This is an optimization exercise on Yosys and OpenROAD, whose aim is small area and a short achievable clock period, not a production implementation.
Function was checked by simulation only, so behaviour that the tests miss may differ from the original.

==> flow/design.v (outline; a module is shown in full before it is edited, if it fits) <==
// module mult: 7 lines
// module adder: 11 lines
// module adder22: 7 lines
// module mac1: 32 lines
// module acc_ctrl: 28 lines
// module acc: 26 lines
// module dist_mem_gen_0: 522 lines
// module addrConv: 12 lines
// module dataConv: 12 lines
// module saturationLogic: 17 lines
// module sigmoid: 15 lines
// module act10: 1044 lines
// module mac_acc_sigmoid: 3217 lines
// module fa3: 4 lines
// module ha2: 4 lines
module mac_acc_sigmoid(
  input clk2,
  input rst2,
  input [127:0] pixelsIn,
  input [127:0] weightsIn,
  input [7:0] b,
  output [7:0] dout);
  // ...
==> flow/run.sh <==
#!/bin/bash
# synth_recipe.tcl (not shown) runs the flow's synth.tcl, then flattens the netlist and writes it again
# the make line also repeats each setting of config.mk as NAME=value (left out here)
make -C /OpenROAD-flow-scripts/flow DESIGN_CONFIG=/design/flow/config.mk WORK_HOME=/design/flow/orfs CLKGATE_MAP_FILE= SYNTH_SCRIPT=/design/flow/synth_recipe.tcl finish
==> flow/config.mk <==
export PLATFORM = sky130hd
export DESIGN_NAME = mac_acc_sigmoid
export DESIGN_NICKNAME = mac_acc_sigmoid
export VERILOG_FILES = /design/flow/design.v
export SDC_FILE = /design/flow/constraint.sdc
export NUM_CORES = 4
export LEC_CHECK = 0
export ABC_AREA = 1
export CAP_MARGIN = 20
export CORE_MARGIN = 2
export CORE_UTILIZATION = 40
export SETUP_SLACK_MARGIN = 4
export SLEW_MARGIN = 20
export SYNTH_HIERARCHICAL = 1
==> flow/constraint.sdc <==
create_clock -name core_clock -period 11.5 [get_ports {clk2}]
set_input_delay 2.3000 -clock core_clock [delete_from_list [all_inputs] [get_ports {clk2}]]
set_output_delay 2.3000 -clock core_clock [all_outputs]
set_load 0.01 [all_outputs]
==> impl_metrics.yaml, run 1 <==
detailed_routing:
  dr_wl_met2_um: 65300
  detail-route-antenna-nets: 0
  wirelength_met1_um: 47900
  via_per_inst: 5.58
placement:
  dp.cells: 4428
  place_congestion: 1.08
cells_and_area:
  layout-drive-gt1-share: 0.162
  instances_no_fill: 4448
  sh_seq_area: 0.0307
  clock_cell_area_share: 0.00446
  fin_nets: 4735
  final_util: 0.446
  layout.nonclk_buf_frac: 0.0654
setup_path:
  regToRegSetupSlack_ns: 4.71
  critPathMaxFanout: 7
  path_cells: "clkdlybuf4s50_1 > or2_2 > o21ai_0 > fa_1 > fa_1 > fa_1 > fa_2 > fa_1 > fa_2 > fa_2 > fa_2 > fa_2"
  cp_slowest_stage_delay_ns: 0.62
  crit_path_start_kind: "input pin"
  crit_top_cell: "fa_2"
  r2r_cells: 19
outcome:
  status: "timing/DRC/antenna clean"
sta:
  clock-skew-final_ns: 0.0267
  whs_ns: 0.448
  tightest_slew_ns: 0.903
  rsz0062_at_grt: "true"
global_routing:
  grt_max_degree: 38
  grt_pass1_wl_um: 196000
floorplan:
  io_pins: 274
  initial_core_util: 0.404
  die_w_um: 283
  die_y_um: 283
  die-area_um2: 80400
logic_synthesis:
  netlist_area_um2: 31200
min_path:
  whs_endpoint: "ph[0]"
  holdPathStages: 1
clock_tree:
  hold_buffers: 0
  clkLatencyLatePin_ns: 0.35
==> run 2, diff against run 1 <==
--- a/flow/design.v
+++ b/flow/design.v
@@ -1757,58 +1757,80 @@
   wire ph0 = (ph == 2'd0);
   wire [21:0] sum;     
   always @(posedge clk2) begin
     ph <= rst2 ? 2'd0 : ph + 2'd1;
     f <= (ph == 2'd3);
   end
   reg acc0_0;
   reg acc1_0;
+  reg acc2_0;
   reg acc0_1;
   reg acc1_1;
+  reg acc2_1;
   reg acc0_2;
   reg acc1_2;
+  reg acc2_2;
   reg acc0_3;
   reg acc1_3;
+  reg acc2_3;
   reg acc0_4;
   reg acc1_4;
+  reg acc2_4;
   reg acc0_5;
   reg acc1_5;
+  reg acc2_5;
   reg acc0_6;
   reg acc1_6;
+  reg acc2_6;
   reg acc0_7;
   reg acc1_7;
+  reg acc2_7;
   reg acc0_8;
   reg acc1_8;
+  reg acc2_8;
   reg acc0_9;
   reg acc1_9;
+  reg acc2_9;
   reg acc0_10;
   reg acc1_10;
+  reg acc2_10;
   reg acc0_11;
   reg acc1_11;
+  reg acc2_11;
   reg acc0_12;
   reg acc1_12;
+  reg acc2_12;
   reg acc0_13;
   reg acc1_13;
+  reg acc2_13;
   reg acc0_14;
   reg acc1_14;
+  reg acc2_14;
   reg acc0_15;
   reg acc1_15;
+  reg acc2_15;
   reg acc0_16;
   reg acc1_16;
+  reg acc2_16;
   reg acc0_17;
   reg acc1_17;
+  reg acc2_17;
   reg acc0_18;
   reg acc1_18;
+  reg acc2_18;
   reg acc0_19;
   reg acc1_19;
+  reg acc2_19;
   reg acc0_20;
   reg acc1_20;
+  reg acc2_20;
   reg acc0_21;
   reg acc1_21;
+  reg acc2_21;
   wire pp1 = ~(pixelsIn[0] & weightsIn[0]);
   wire pp2 = ~(pixelsIn[0] & weightsIn[1]);
   wire pp3 = ~(pixelsIn[0] & weightsIn[2]);
   wire pp4 = ~(pixelsIn[0] & weightsIn[3]);
   wire pp5 = ~(pixelsIn[0] & weightsIn[4]);
   wire pp6 = ~(pixelsIn[0] & weightsIn[5]);
   wire pp7 = ~(pixelsIn[0] & weightsIn[6]);
   wire pp8 = (pixelsIn[0] & weightsIn[7]);
@@ -4865,101 +4887,129 @@
   wire s14_982, c14_982;
   fa3 u_s14_982(.a(c13_960), .b(s14_962), .c(c13_961), .s(s14_982), .co(c14_982));
   wire s15_983, c15_983;
   fa3 u_s15_983(.a(s15_964), .b(c14_962), .c(c14_963), .s(s15_983), .co(c15_983));
   wire s16_984, c16_984;
   fa3 u_s16_984(.a(s16_966), .b(c15_964), .c(s16_967), .s(s16_984), .co(c16_984));
   wire s17_985, c17_985;
   fa3 u_s17_985(.a(s17_968), .b(c16_935), .c(c16_966), .s(s17_985), .co(c17_985));
-  wire hs0_24, hc0_24;
-  fa3 u_hs0_24(.a(fb1025), .b(s0_936), .c(1'b1), .s(hs0_24), .co(hc0_24));
-  wire s1_986, c1_986;
-  fa3 u_s1_986(.a(hc0_23), .b(hs1_22), .c(s1_969), .s(s1_986), .co(c1_986));
-  wire s2_987, c2_987;
-  fa3 u_s2_987(.a(c1_969), .b(s2_970), .c(s2_939), .s(s2_987), .co(c2_987));
-  wire s3_988, c3_988;
-  fa3 u_s3_988(.a(c2_970), .b(s3_941), .c(s3_971), .s(s3_988), .co(c3_988));
-  wire s4_989, c4_989;
-  fa3 u_s4_989(.a(c3_971), .b(s4_972), .c(s4_943), .s(s4_989), .co(c4_989));
-  wire s5_990, c5_990;
-  fa3 u_s5_990(.a(c4_972), .b(s5_945), .c(s5_973), .s(s5_990), .co(c5_990));
-  wire s6_991, c6_991;
-  fa3 u_s6_991(.a(c5_973), .b(s6_974), .c(s6_947), .s(s6_991), .co(c6_991));
-  wire s7_992, c7_992;
-  fa3 u_s7_992(.a(c6_974), .b(s7_949), .c(s7_975), .s(s7_992), .co(c7_992));
-  wire s8_993, c8_993;
-  fa3 u_s8_993(.a(s8_951), .b(c7_975), .c(s8_976), .s(s8_993), .co(c8_993));
-  wire s9_994, c9_994;
-  fa3 u_s9_994(.a(s9_953), .b(c8_976), .c(s9_977), .s(s9_994), .co(c9_994));
-  wire s10_995, c10_995;
-  fa3 u_s10_995(.a(s10_955), .b(c9_977), .c(s10_978), .s(s10_995), .co(c10_995));
-  wire s11_996, c11_996;
-  fa3 u_s11_996(.a(s11_957), .b(c10_978), .c(s11_979), .s(s11_996), .co(c11_996));
-  wire s12_997, c12_997;
-  fa3 u_s12_997(.a(s12_959), .b(c11_979), .c(s12_980), .s(s12_997), .co(c12_997));
-  wire s13_998, c13_998;
-  fa3 u_s13_998(.a(s13_961), .b(c12_980), .c(s13_981), .s(s13_998), .co(c13_998));
-  wire s14_999, c14_999;
-  fa3 u_s14_999(.a(s14_963), .b(c13_981), .c(s14_982), .s(s14_999), .co(c14_999));
-  wire s15_1000, c15_1000;
-  fa3 u_s15_1000(.a(s15_965), .b(s15_983), .c(c14_982), .s(s15_1000), .co(c15_1000));
-  wire s16_1001, c16_1001;
-  fa3 u_s16_1001(.a(c15_965), .b(s16_984), .c(c15_983), .s(s16_1001), .co(c16_1001));
-  wire s17_1002, c17_1002;
-  fa3 u_s17_1002(.a(c16_967), .b(s17_985), .c(c16_984), .s(s17_1002), .co(c17_1002));
-  wire s18_1003, c18_1003;
-  fa3 u_s18_1003(.a(fb1043), .b(c17_968), .c(c17_985), .s(s18_1003), .co(c18_1003));
   always @(posedge clk2) begin
-    acc0_0 <= hs0_23;
-    acc1_0 <= hs0_24;
-    acc0_1 <= hc0_24;
-    acc1_1 <= s1_986;
-    acc0_2 <= c1_986;
-    acc1_2 <= s2_987;
-    acc0_3 <= c2_987;
-    acc1_3 <= s3_988;
-    acc0_4 <= c3_988;
-    acc1_4 <= s4_989;
-    acc0_5 <= c4_989;
-    acc1_5 <= s5_990;
-    acc0_6 <= c5_990;
-    acc1_6 <= s6_991;
-    acc0_7 <= c6_991;
-    acc1_7 <= s7_992;
-    acc0_8 <= c7_992;
-    acc1_8 <= s8_993;
-    acc0_9 <= c8_993;
-    acc1_9 <= s9_994;
-    acc0_10 <= c9_994;
-    acc1_10 <= s10_995;
-    acc0_11 <= c10_995;
-    acc1_11 <= s11_996;
-    acc0_12 <= c11_996;
-    acc1_12 <= s12_997;
-    acc0_13 <= c12_997;
-    acc1_13 <= s13_998;
-    acc0_14 <= c13_998;
-    acc1_14 <= s14_999;
-    acc0_15 <= c14_999;
-    acc1_15 <= s15_1000;
-    acc0_16 <= s16_1001;
-    acc1_16 <= c15_1000;
-    acc0_17 <= s17_1002;
-    acc1_17 <= c16_1001;
-    acc0_18 <= s18_1003;
-    acc1_18 <= c17_1002;
+    acc0_0 <= fb1025;
+    acc1_0 <= s0_936;
+    acc2_0 <= hs0_23;
+    acc0_1 <= hc0_23;
+    acc1_1 <= hs1_22;
+    acc2_1 <= s1_969;
+    acc0_2 <= c1_969;
+    acc1_2 <= s2_970;
+    acc2_2 <= s2_939;
+    acc0_3 <= c2_970;
+    acc1_3 <= s3_941;
+    acc2_3 <= s3_971;
+    acc0_4 <= c3_971;
+    acc1_4 <= s4_972;
+    acc2_4 <= s4_943;
+    acc0_5 <= c4_972;
+    acc1_5 <= s5_945;
+    acc2_5 <= s5_973;
+    acc0_6 <= c5_973;
+    acc1_6 <= s6_974;
+    acc2_6 <= s6_947;
+    acc0_7 <= c6_974;
+    acc1_7 <= s7_949;
+    acc2_7 <= s7_975;
+    acc0_8 <= s8_951;
+    acc1_8 <= c7_975;
+    acc2_8 <= s8_976;
+    acc0_9 <= s9_953;
+    acc1_9 <= c8_976;
+    acc2_9 <= s9_977;
+    acc0_10 <= s10_955;
+    acc1_10 <= c9_977;
+    acc2_10 <= s10_978;
+    acc0_11 <= s11_957;
+    acc1_11 <= c10_978;
+    acc2_11 <= s11_979;
+    acc0_12 <= s12_959;
+    acc1_12 <= c11_979;
+    acc2_12 <= s12_980;
+    acc0_13 <= s13_961;
+    acc1_13 <= c12_980;
+    acc2_13 <= s13_981;
+    acc0_14 <= s14_963;
+    acc1_14 <= c13_981;
+    acc2_14 <= s14_982;
+    acc0_15 <= s15_965;
+    acc1_15 <= s15_983;
+    acc2_15 <= c14_982;
+    acc0_16 <= c15_965;
+    acc1_16 <= s16_984;
+    acc2_16 <= c15_983;
+    acc0_17 <= c16_967;
+    acc1_17 <= s17_985;
+    acc2_17 <= c16_984;
+    acc0_18 <= fb1043;
+    acc1_18 <= c17_968;
+    acc2_18 <= c17_985;
     acc0_19 <= fb1044;
-    acc1_19 <= c18_1003;
+    acc1_19 <= 1'b1;
+    acc2_19 <= 1'b1;
     acc0_20 <= fb1045;
     acc1_20 <= 1'b1;
+    acc2_20 <= 1'b1;
     acc0_21 <= fb1046;
     acc1_21 <= 1'b1;
+    acc2_21 <= 1'b1;
   end
-  assign sum = {~acc0_21, ~acc0_20, ~acc0_19, ~acc0_18, ~acc0_17, ~acc0_16, ~acc0_15, ~acc0_14, ~acc0_13, ~acc0_12, ~acc0_11, ~acc0_10, ~acc0_9, ~acc0_8, ~acc0_7, ~acc0_6, ~acc0_5, ~acc0_4, ~acc0_3, ~acc0_2, ~acc0_1, ~acc0_0} + {~acc1_21, ~acc1_20, ~acc1_19, ~acc1_18, ~acc1_17, ~acc1_16, ~acc1_15, ~acc1_14, ~acc1_13, ~acc1_12, ~acc1_11, ~acc1_10, ~acc1_9, ~acc1_8, ~acc1_7, ~acc1_6, ~acc1_5, ~acc1_4, ~acc1_3, ~acc1_2, ~acc1_1, ~acc1_0};
+  wire os0, oc0;
+  fa3 u_os0(.a(acc0_0), .b(acc1_0), .c(acc2_0), .s(os0), .co(oc0));
+  wire os1, oc1;
+  fa3 u_os1(.a(acc0_1), .b(acc1_1), .c(acc2_1), .s(os1), .co(oc1));
+  wire os2, oc2;
+  fa3 u_os2(.a(acc0_2), .b(acc1_2), .c(acc2_2), .s(os2), .co(oc2));
+  wire os3, oc3;
+  fa3 u_os3(.a(acc0_3), .b(acc1_3), .c(acc2_3), .s(os3), .co(oc3));
+  wire os4, oc4;
+  fa3 u_os4(.a(acc0_4), .b(acc1_4), .c(acc2_4), .s(os4), .co(oc4));
+  wire os5, oc5;
+  fa3 u_os5(.a(acc0_5), .b(acc1_5), .c(acc2_5), .s(os5), .co(oc5));
+  wire os6, oc6;
+  fa3 u_os6(.a(acc0_6), .b(acc1_6), .c(acc2_6), .s(os6), .co(oc6));
+  wire os7, oc7;
+  fa3 u_os7(.a(acc0_7), .b(acc1_7), .c(acc2_7), .s(os7), .co(oc7));
+  wire os8, oc8;
+  fa3 u_os8(.a(acc0_8), .b(acc1_8), .c(acc2_8), .s(os8), .co(oc8));
+  wire os9, oc9;
+  fa3 u_os9(.a(acc0_9), .b(acc1_9), .c(acc2_9), .s(os9), .co(oc9));
+  wire os10, oc10;
+  fa3 u_os10(.a(acc0_10), .b(acc1_10), .c(acc2_10), .s(os10), .co(oc10));
+  wire os11, oc11;
+  fa3 u_os11(.a(acc0_11), .b(acc1_11), .c(acc2_11), .s(os11), .co(oc11));
+  wire os12, oc12;
+  fa3 u_os12(.a(acc0_12), .b(acc1_12), .c(acc2_12), .s(os12), .co(oc12));
+  wire os13, oc13;
+  fa3 u_os13(.a(acc0_13), .b(acc1_13), .c(acc2_13), .s(os13), .co(oc13));
+  wire os14, oc14;
+  fa3 u_os14(.a(acc0_14), .b(acc1_14), .c(acc2_14), .s(os14), .co(oc14));
+  wire os15, oc15;
+  fa3 u_os15(.a(acc0_15), .b(acc1_15), .c(acc2_15), .s(os15), .co(oc15));
+  wire os16, oc16;
+  fa3 u_os16(.a(acc0_16), .b(acc1_16), .c(acc2_16), .s(os16), .co(oc16));
+  wire os17, oc17;
+  fa3 u_os17(.a(acc0_17), .b(acc1_17), .c(acc2_17), .s(os17), .co(oc17));
+  wire os18, oc18;
+  fa3 u_os18(.a(acc0_18), .b(acc1_18), .c(acc2_18), .s(os18), .co(oc18));
+  wire os19, oc19;
+  fa3 u_os19(.a(acc0_19), .b(acc1_19), .c(acc2_19), .s(os19), .co(oc19));
+  wire os20, oc20;
+  fa3 u_os20(.a(acc0_20), .b(acc1_20), .c(acc2_20), .s(os20), .co(oc20));
+  wire os21, oc21;
+  fa3 u_os21(.a(acc0_21), .b(acc1_21), .c(acc2_21), .s(os21), .co(oc21));
+  assign sum = {~os21, ~os20, ~os19, ~os18, ~os17, ~os16, ~os15, ~os14, ~os13, ~os12, ~os11, ~os10, ~os9, ~os8, ~os7, ~os6, ~os5, ~os4, ~os3, ~os2, ~os1, ~os0} + {~oc20, ~oc19, ~oc18, ~oc17, ~oc16, ~oc15, ~oc14, ~oc13, ~oc12, ~oc11, ~oc10, ~oc9, ~oc8, ~oc7, ~oc6, ~oc5, ~oc4, ~oc3, ~oc2, ~oc1, ~oc0, ~1'b1};
   wire [7:0] fout;
   act10 sig(sum, fout);
   always @(posedge clk2)
     if (f) dreg <= fout;
   assign dout = f ? fout : dreg;
 endmodule
 module fa3(input a, input b, input c, output s, output co);
   assign s = a ^ b ^ c;
--- a/flow/config.mk
+++ b/flow/config.mk
@@ -4,11 +4,11 @@
 export VERILOG_FILES = /design/flow/design.v
 export SDC_FILE = /design/flow/constraint.sdc
 export NUM_CORES = 4
 export LEC_CHECK = 0
 export ABC_AREA = 1
 export CAP_MARGIN = 20
 export CORE_MARGIN = 2
 export CORE_UTILIZATION = 40
-export SETUP_SLACK_MARGIN = 4
+export SETUP_SLACK_MARGIN = 4.3
 export SLEW_MARGIN = 20
 export SYNTH_HIERARCHICAL = 1
==> run 2 against run 1 <==
- final cell count up 0.85%
- critical path depth down 1
- critical endpoint is now acc2_10
- global-route usage up 0.11 points
- setup slack better by 0.34 ns
- sequential cell count up 18
- synthesized area up 1.2%
- clock-buffer cell count up 4
- synthesized cell count up 0.36%
- sequential share of layout area up 1.0 points
- die area up 1.2%
- still clean on timing, DRC and antenna
==> impl_metrics.yaml, run 2 <==
outcome:
  status: "timing/DRC/antenna clean"
detailed_routing:
  drc: 0
  initialDrtViolationCount: 2611
  via_per_inst: 5.56
  wire_per_inst_um: 30.9
  vias: 25000
  wl_um: 139000
  drt_pass1_iterations: 5
  detail-route-antenna-nets: 0
sta:
  tightest_slew_ns: 0.848
  totalNegativeSetupSlack_ns: 0
  fin_crit_ns: 7.21
  clock-skew-final_ns: 0.0211
  final.period_utilization: 0.627
  max_freq_ghz: 0.139
  hold_violations: 0
  slew_headroom: 0.434
  whs_ns: 0.454
  rsz0062_at_grt: "true"
  setup_violations: 0
  maxSlewViolCount: 0
cells_and_area:
  final_common_cell: "nand2_1"
  area_growth_pct: 9.53
  top_register: "dreg"
  fin_nets: 4762
  layout_common_cells: "nand2_1, fa_1, inv_1"
  largest_register_ffs: 8
  reg_top3: "dreg (8), ph (2)"
  layout-drive-gt1-share: 0.126
  final_util: 0.440
setup_path:
  required_ns: 11.75
  crit_path_start_kind: "input pin"
  criticalPathCategory: "input pin to flip-flop"
  path_cells: "clkdlybuf4s18_2 > nand2_1 > fa_1 > fa_1 > fa_1 > fa_1 > fa_1 > fa_1 > fa_1 > fa_1 > fa_1"
  critPathMaxFanout: 8
  critical_path_depth: 11
  cp_slowest_stage_delay_ns: 0.64
  slowest_stage: "fa_1"
  crit_family: "adder cells"
  critPathCaptureType: "flip-flop"
  cp.arrival_ns: 7.46
  r2r_cells: 22
  crit_top_cell: "fa_1"
  cp_num_buf_inv: 1
job:
  cap_violations: 0
floorplan:
  die_w_um: 285
  die-area_um2: 81300
  core_area_um2: 78600
  io_pins: 274
  initial_core_util: 0.402
  std_cell_rows: 103
  die_y_um: 285
logic_synthesis:
  avgSynthCellArea_um2: 9.38
  netlist_area_um2: 31600
  syn_inst: 3372
  synth_warnings: 8
clock_tree:
  cts_max_level: 3
  cts-buffers-inserted: 9
  cts_tree: "yes"
  clock_path_buffers: 2
  cts.sinks: 71
  clk_pin_slew_ns: 0.08
  cts_root_buffer: "clkbuf_16"
  clkLatencyLatePin_ns: 0.39
min_path:
  holdPathStages: 1
  hold_class: "flip-flop to flip-flop"
placement:
  dp_hpwl_um: 120000
  place_congestion: 1.02
  port_buffers: 273
global_routing:
  antenna_found_initial: 4
  first_global_vias: 27200
  grt_max_degree: 38
  grt_overflow: 0
  track_usage: 0.349
  grt_pass1_wl_um: 196000
run 2: timing repair:
item | 4_1_cts | 5_1_grt
pin swaps | 5 | 23
gates resized for setup | 828 | 512
hold buffers | 0 | 0
buffers inserted | 7 | 3
setup endpoints to repair | 38 | 24
gates cloned | 0 | 2
run 2: layout make-up:
| cell class | instances | area (um^2) |
|---|---|---|
| flip-flops and latches | 71 | 1420 |
| clock buffers | 9 | 225 |
| multi-input cells | 2690 | 28200 |
| diodes | 5 | 12.5 |
| repair buffers | 292 | 2040 |
| clock inverters | 7 | 61.3 |
| fillers | 7811 | 44000 |
| inverters | 362 | 1390 |
| well taps | 1050 | 1310 |
run 2: path summary, 6_finish.rpt:
path | slack (ns) | end | from
setup reg to reg | 4.74 | acc2_10 | acc0_1
setup / recovery | 4.29 | acc2_10 | pixelsIn[124]
hold / removal | 0.45 | ph[0] | ph[0]
hold reg to reg | 0.45 | ph[0] | ph[0]
run 2: layer usage:
| layer | vias up | GRT usage | share of wire |
|---|---|---|---|
| met5 | - | 0 | 0 |
| met4 | 0 | 0.224 | 0.086 |
| met3 | 388 | 0.0590 | 0.085 |
| met2 | 1593 | 0.567 | 0.47 |
| met1 | 13100 | 0.434 | 0.36 |
| li1 | 9886 | - | - |
run 2: stage by stage:
| stage | area [um^2] | setup slack, ns | cells |
|---|---|---|---|
| 2_1_floorplan | 31900 | 4.30 | 3401 |
| 3_3_place_gp | 34800 | 3.20 | 4453 |
| 3_5_place_dp | 34800 | 3.17 | 4453 |
| 4_1_cts | 35200 | 4.29 | 4476 |
| 5_1_grt | 34600 | 4.19 | 4484 |
| 6_report | 34600 | 4.29 | 4486 |
==> run 3, diff against run 2 <==
--- a/flow/config.mk
+++ b/flow/config.mk
@@ -10,5 +10,5 @@
 export CORE_MARGIN = 2
 export CORE_UTILIZATION = 40
-export SETUP_SLACK_MARGIN = 4.3
+export SETUP_SLACK_MARGIN = 4.6
 export SLEW_MARGIN = 20
 export SYNTH_HIERARCHICAL = 1
==> run 3 against run 2 <==
- register-to-register slack gained 0.26 ns
- via count rose by 0.22%
- hold slack improved by 0.012 ns
- still clean
- sequential cell count unchanged
- highest routed layer unchanged
==> impl_metrics.yaml, run 3 <==
outcome:
  status: "timing/DRC/antenna clean"
global_routing:
  grt_pass1_wl_um: 196000
  grtUsageMet1: 0.419
  grt_max_degree: 38
  grt_overflow: 0
  grt_use_met3: 0.0605
  first_global_vias: 27500
  top_usage_layer: "met2"
  antenna_found_initial: 8
  grtUsageMet2: 0.558
  track_usage: 0.347
sta:
  setup_ws_ns: 4.52
  final.period_utilization: 0.607
  maxSlewViolCount: 0
  clock-skew-final_ns: 0.0263
  setup_violations: 0
  slew_headroom: 0.383
  tightest_slew_ns: 0.923
  whs_ns: 0.465
  rsz0062_at_grt: "true"
  fin_crit_ns: 6.98
  totalNegativeSetupSlack_ns: 0
  hold_violations: 0
  max_freq_ghz: 0.143
job:
  cap_violations: 0
cells_and_area:
  layout_common_cells: "nand2_1, fa_1, inv_1"
  layout-drive-gt1-share: 0.186
  final_common_cell: "nand2_1"
  largest_register_ffs: 8
  seq_area_um2: 1420
  multiInputGateArea_um2: 28800
  instances_no_fill: 4512
  fill_cells: 7746
  top_register: "dreg"
  reg_top3: "dreg (8), ph (2)"
  fin_nets: 4786
  area_growth_pct: 13.4
detailed_routing:
  vias: 25000
  wire_per_inst_um: 30.6
  drc: 0
  wl_um: 138000
  initialDrtViolationCount: 2581
  via_per_inst: 5.54
  drt_pass1_iterations: 5
  detail-route-antenna-nets: 0
placement:
  port_buffers: 273
  dp_hpwl_um: 120000
  dp.cells: 4457
  place_congestion: 1.02
  preCtsSetupSlack_ns: 3.35
floorplan:
  core_area_um2: 78600
  die_w_um: 285
  std_cell_rows: 103
  die-area_um2: 81300
  initial_core_util: 0.402
  die_y_um: 285
  io_pins: 274
setup_path:
  path_cells: "buf_8 > nand2_4 > fa_2 > fa_2 > fa_2 > fa_2 > fa_2 > fa_2 > fa_1 > fa_2 > fa_2 > fa_2"
  cp_num_buf_inv: 1
  criticalPathCategory: "input pin to flip-flop"
  slowest_stage: "fa_2"
  cp_slowest_stage_delay_ns: 0.62
  crit_path_start_kind: "input pin"
  critPathMaxFanout: 8
  required_ns: 11.82
  cp.arrival_ns: 7.30
  crit_family: "adder cells"
  crit_top_cell: "fa_2"
  critPathCaptureType: "flip-flop"
clock_tree:
  cts_root_buffer: "clkbuf_16"
  cts-buffers-inserted: 9
  cts_max_level: 3
  clock_path_buffers: 2
  cts_tree: "yes"
  clk_pin_slew_ns: 0.07
  cts.sinks: 71
  clkLatencyLatePin_ns: 0.39
logic_synthesis:
  avgSynthCellArea_um2: 9.38
  netlist_area_um2: 31600
  synth_warnings: 8
  syn_inst: 3372
min_path:
  hold_class: "flip-flop to flip-flop"
==> run 3: cell count changes in the layout (fill, tap and decap cells not counted), sizes merged <==
cell,before,now
clkinv,1,0
dlygate4sd2,4,5
clkdlybuf4s15,16,8
buf,128,235
clkdlybuf4s50,12,10
clkdlybuf4s18,10,0
clkinvlp,6,5
inv,362,364
dlymetal6s2s,2,1
clkbuf,129,66
diode,5,7
==> run 3: through the flow <==
stage / area, um^2 / utilization
after floorplan: 32600 / -
after global placement: 35000 / 0.445
after detailed placement: 35000 / 0.445
after CTS: 35300 / 0.449
after global routing: 35900 / 0.456
final: 35900 / 0.456
==> run 3: layout make-up <==
| class | instances | share of cell area |
|---|---|---|
| inverters | 362 | 0.0388 |
| clock buffers | 9 | 0.00628 |
| repair buffers | 316 | 0.0733 |
| clock inverters | 7 | 0.00171 |
| well taps | 1050 | 0.0366 |
| multi-input cells | 2690 | 0.803 |
| flip-flops and latches | 71 | 0.0397 |
| diodes | 7 | 0.000488 |
==> run 3: layer usage <==
metal | up-vias | part of all wire
met3 | 389 | 0.084
met1 | 13100 | 0.35
met5 | - | 0
met4 | 0 | 0.097
met2 | 1644 | 0.47
li1 | 9915 | -
==> run 3: worst paths after layout <==
path              slack (ns)     startpoint  depth (start not counted)      end
setup reg to reg        5.00         acc2_1                         22  acc2_10
hold / removal          0.47          ph[0]                          1    ph[0]
setup / recovery        4.52  weightsIn[70]                         12  acc2_11
hold reg to reg         0.47          ph[0]                          1    ph[0]
==> run 3: what timing repair did <==
| item | CTS | global route |
|---|---|---|
| pin swaps | 68 | 58 |
| setup endpoints to repair | 43 | 23 |
| hold buffers | 0 | 0 |
| resized for setup | 1517 | 245 |
| buffers inserted | 15 | 17 |
==> run 4, diff against run 3 <==
--- a/flow/config.mk
+++ b/flow/config.mk
@@ -9,5 +9,6 @@
 export CAP_MARGIN = 20
 export CORE_MARGIN = 2
-export CORE_UTILIZATION = 40
+export CORE_UTILIZATION = 55
+export PLACE_DENSITY = 0.7
 export SETUP_SLACK_MARGIN = 4.6
 export SLEW_MARGIN = 20
==> run 4 against run 3 <==
- final cell count fell by 5.5%
- first-iteration DRC count rose by 61%
- global-route usage rose by 15 points
- sequential share of layout area fell by 0.094 points
- utilization rose by 19 points
- routed wire length rose by 3.6%
- still clean
- non-clock buffer count rose by 54
- critical path depth did not move
- sequential cell count did not move
==> impl_metrics.yaml, run 4 <==
setup_path:
  r2r_cells: 22
  cp.arrival_ns: 7.38
  slowest_stage: "fa_2"
  crit_family: "adder cells"
  critPathMaxFanout: 8
  critPathCaptureType: "flip-flop"
  crit_path_start_kind: "input pin"
  cp_num_buf_inv: 1
  required_ns: 11.82
  r2r-start: "acc0_7"
  critPathLaunch: "pixelsIn[57]"
  criticalPathCategory: "input pin to flip-flop"
  cp_slowest_stage_delay_ns: 0.60
  crit_top_cell: "fa_2"
  path_cells: "buf_6 > nand2_1 > fa_2 > fa_2 > fa_2 > fa_2 > fa_2 > fa_2 > fa_2 > fa_2 > fa_2 > fa_2"
  regToRegSetupSlack_ns: 4.70
  r2r_end: "acc2_11"
clock_tree:
  cts_tree: "yes"
  hold_buffers: 0
  cts-buffers-inserted: 9
  cts.sinks: 71
  clock_path_buffers: 2
  clkLatencyLatePin_ns: 0.38
  cts_max_level: 3
  clk_pin_slew_ns: 0.08
  cts_root_buffer: "clkbuf_16"
sta:
  hold_violations: 0
  whs_ns: 0.452
  totalNegativeSetupSlack_ns: 0
  max_freq_ghz: 0.141
  final.period_utilization: 0.615
  maxSlewViolCount: 0
  slew_headroom: 0.336
  tightest_slew_ns: 0.969
  setup_violations: 0
  fin_crit_ns: 7.07
  clock-skew-final_ns: 0.0158
  rsz0062_at_grt: "true"
global_routing:
  grt_max_degree: 21
  antenna_found_initial: 0
  first_global_vias: 29300
  grt_overflow: 0
  grt_pass1_wl_um: 203000
  track_usage: 0.496
min_path:
  holdPathStages: 1
  whs_endpoint: "ph[0]"
  hold_class: "flip-flop to flip-flop"
  worstHoldStart: "ph[0]"
logic_synthesis:
  avgSynthCellArea_um2: 9.38
  syn_inst: 3372
  synth_warnings: 8
  netlist_area_um2: 31600
cells_and_area:
  reg_top3: "dreg (8), ph (2)"
  layout-drive-gt1-share: 0.222
  top_register: "dreg"
  multiInputGateArea_um2: 29200
  final_common_cell: "nand2_1"
  fin_nets: 4840
  layout_common_cells: "nand2_1, fa_1, inv_1"
  fill_cells: 4535
  seq_area_um2: 1420
  area_growth_pct: 16.2
  largest_register_ffs: 8
placement:
  port_buffers: 273
  place_congestion: 1.09
  dp_hpwl_um: 123000
detailed_routing:
  wl_um: 143000
  via_per_inst: 6.44
  drt_pass1_iterations: 10
  initialDrtViolationCount: 4158
  detail-route-antenna-nets: 0
  drc: 0
  wire_per_inst_um: 33.6
  dr_wl_met2_um: 56700
  top_layer_used: "met5"
  wl_met3_um: 24500
  vias: 27500
  wirelength_met1_um: 48400
floorplan:
  initial_core_util: 0.559
  die-area_um2: 59400
  die_y_um: 244
  std_cell_rows: 87
  die_w_um: 244
  io_pins: 274
  core_area_um2: 56600
job:
  cap_violations: 0
outcome:
  status: "timing/DRC/antenna clean"
run 4: how the worst max path moves through the flow:
stage	cells past startpoint	end
CTS	12	acc2_11
global placement	12	acc1_12
detailed placement	12	acc1_12
finish	12	acc2_10
global route	12	acc2_10
floorplan	12	acc2_11
run 4: per-layer routing:
| layer | up-vias | track usage |
|---|---|---|
| met1 | 13800 | 0.636 |
| li1 | 10000 | - |
| met2 | 2967 | 0.666 |
| met3 | 716 | 0.234 |
| met4 | 5 | 0.333 |
| met5 | - | 0.0106 |
run 4: cell type report:
type	instances	share of cell area
multi-input combinational	2690	0.794
timing repair buffer	370	0.0950
sequential	71	0.0387
inverter	362	0.0386
tap	756	0.0258
clock buffer	9	0.00613
clock inverter	7	0.00164
antenna	1	0.0000681
run 4: through the flow:
stage	setup WS, ns	cells	utilization	area (um^2)
3_5_place_dp	3.28	4161	0.612	34600
5_1_grt	4.43	4265	0.649	36700
6_report	4.43	4266	0.649	36700
4_1_cts	4.38	4224	0.630	35600
3_3_place_gp	3.29	4161	0.612	34600
2_1_floorplan	4.36	3401	-	32600
run 4: timing repair:
item | CTS | global route
setup endpoints to repair | 44 | 25
setup buffers | 44 | 40
pin swaps | 78 | 118
gates resized for setup | 1585 | 436
cloned | 3 | 1
run 4: worst reg2reg max path, stage by stage, from the launching register on:
cell and delay (ns):
dfxtp_1 0.32, fa_1 0.63, inv_1 0.10, ha_4 0.32
nand2_2 0.11, inv_2 0.10, nand2_1 0.09, nand2_4 0.13
inv_2 0.05, o21ai_4 0.08, buf_12 0.14, xor2_4 0.27
buf_4 0.19, bufbuf_16 0.28, o21ai_1 0.11, fa_2 0.61
fa_2 0.47, fa_2 0.39, fa_2 0.40, fa_1 0.55
fa_2 0.47, fa_2 0.38, fa_2 0.54

[afterwards: timing with drivers on the ports]
Ports are ideal in the flow. The routed layouts listed here were re-timed in OpenROAD.
Step 1 assumes that a clkbuf_16 drives the clock port and a buf_2 every other input.
Step 2 adds t to the input delays and takes it off the output delays; t is the mean of the earliest and latest rising clock arrival at the registers after step 1. Input paths then give back, and output paths get back, about the clock's delay inside the block.
a / b / c = ideal / step 1 / step 2; a / b = the first two.
| run | t (ns) | setup slack, ns | worst setup path at the end | slew at the worst register clock pin (ns) | pins driven straight from the clock port |
|---|---|---|---|---|---|
| run 1 | 0.402 | 3.951 / 3.943 / 3.541 | input to register | 0.10 / 0.10 | 1 |
| run 2 | 0.443 | 4.288 / 4.325 / 3.882 | input to register | 0.08 / 0.08 | 1 |
| run 3 | 0.443 | 4.519 / 4.473 / 4.030 | input to register | 0.09 / 0.09 | 1 |
| run 4 | 0.425 | 4.432 / 4.426 / 4.001 | input to register | 0.08 / 0.08 | 1 |
After both steps every run listed still meets setup and hold. The setup slack of run 3, which loses most, moves by -0.046 ns with the drivers and by -0.489 ns with both steps.
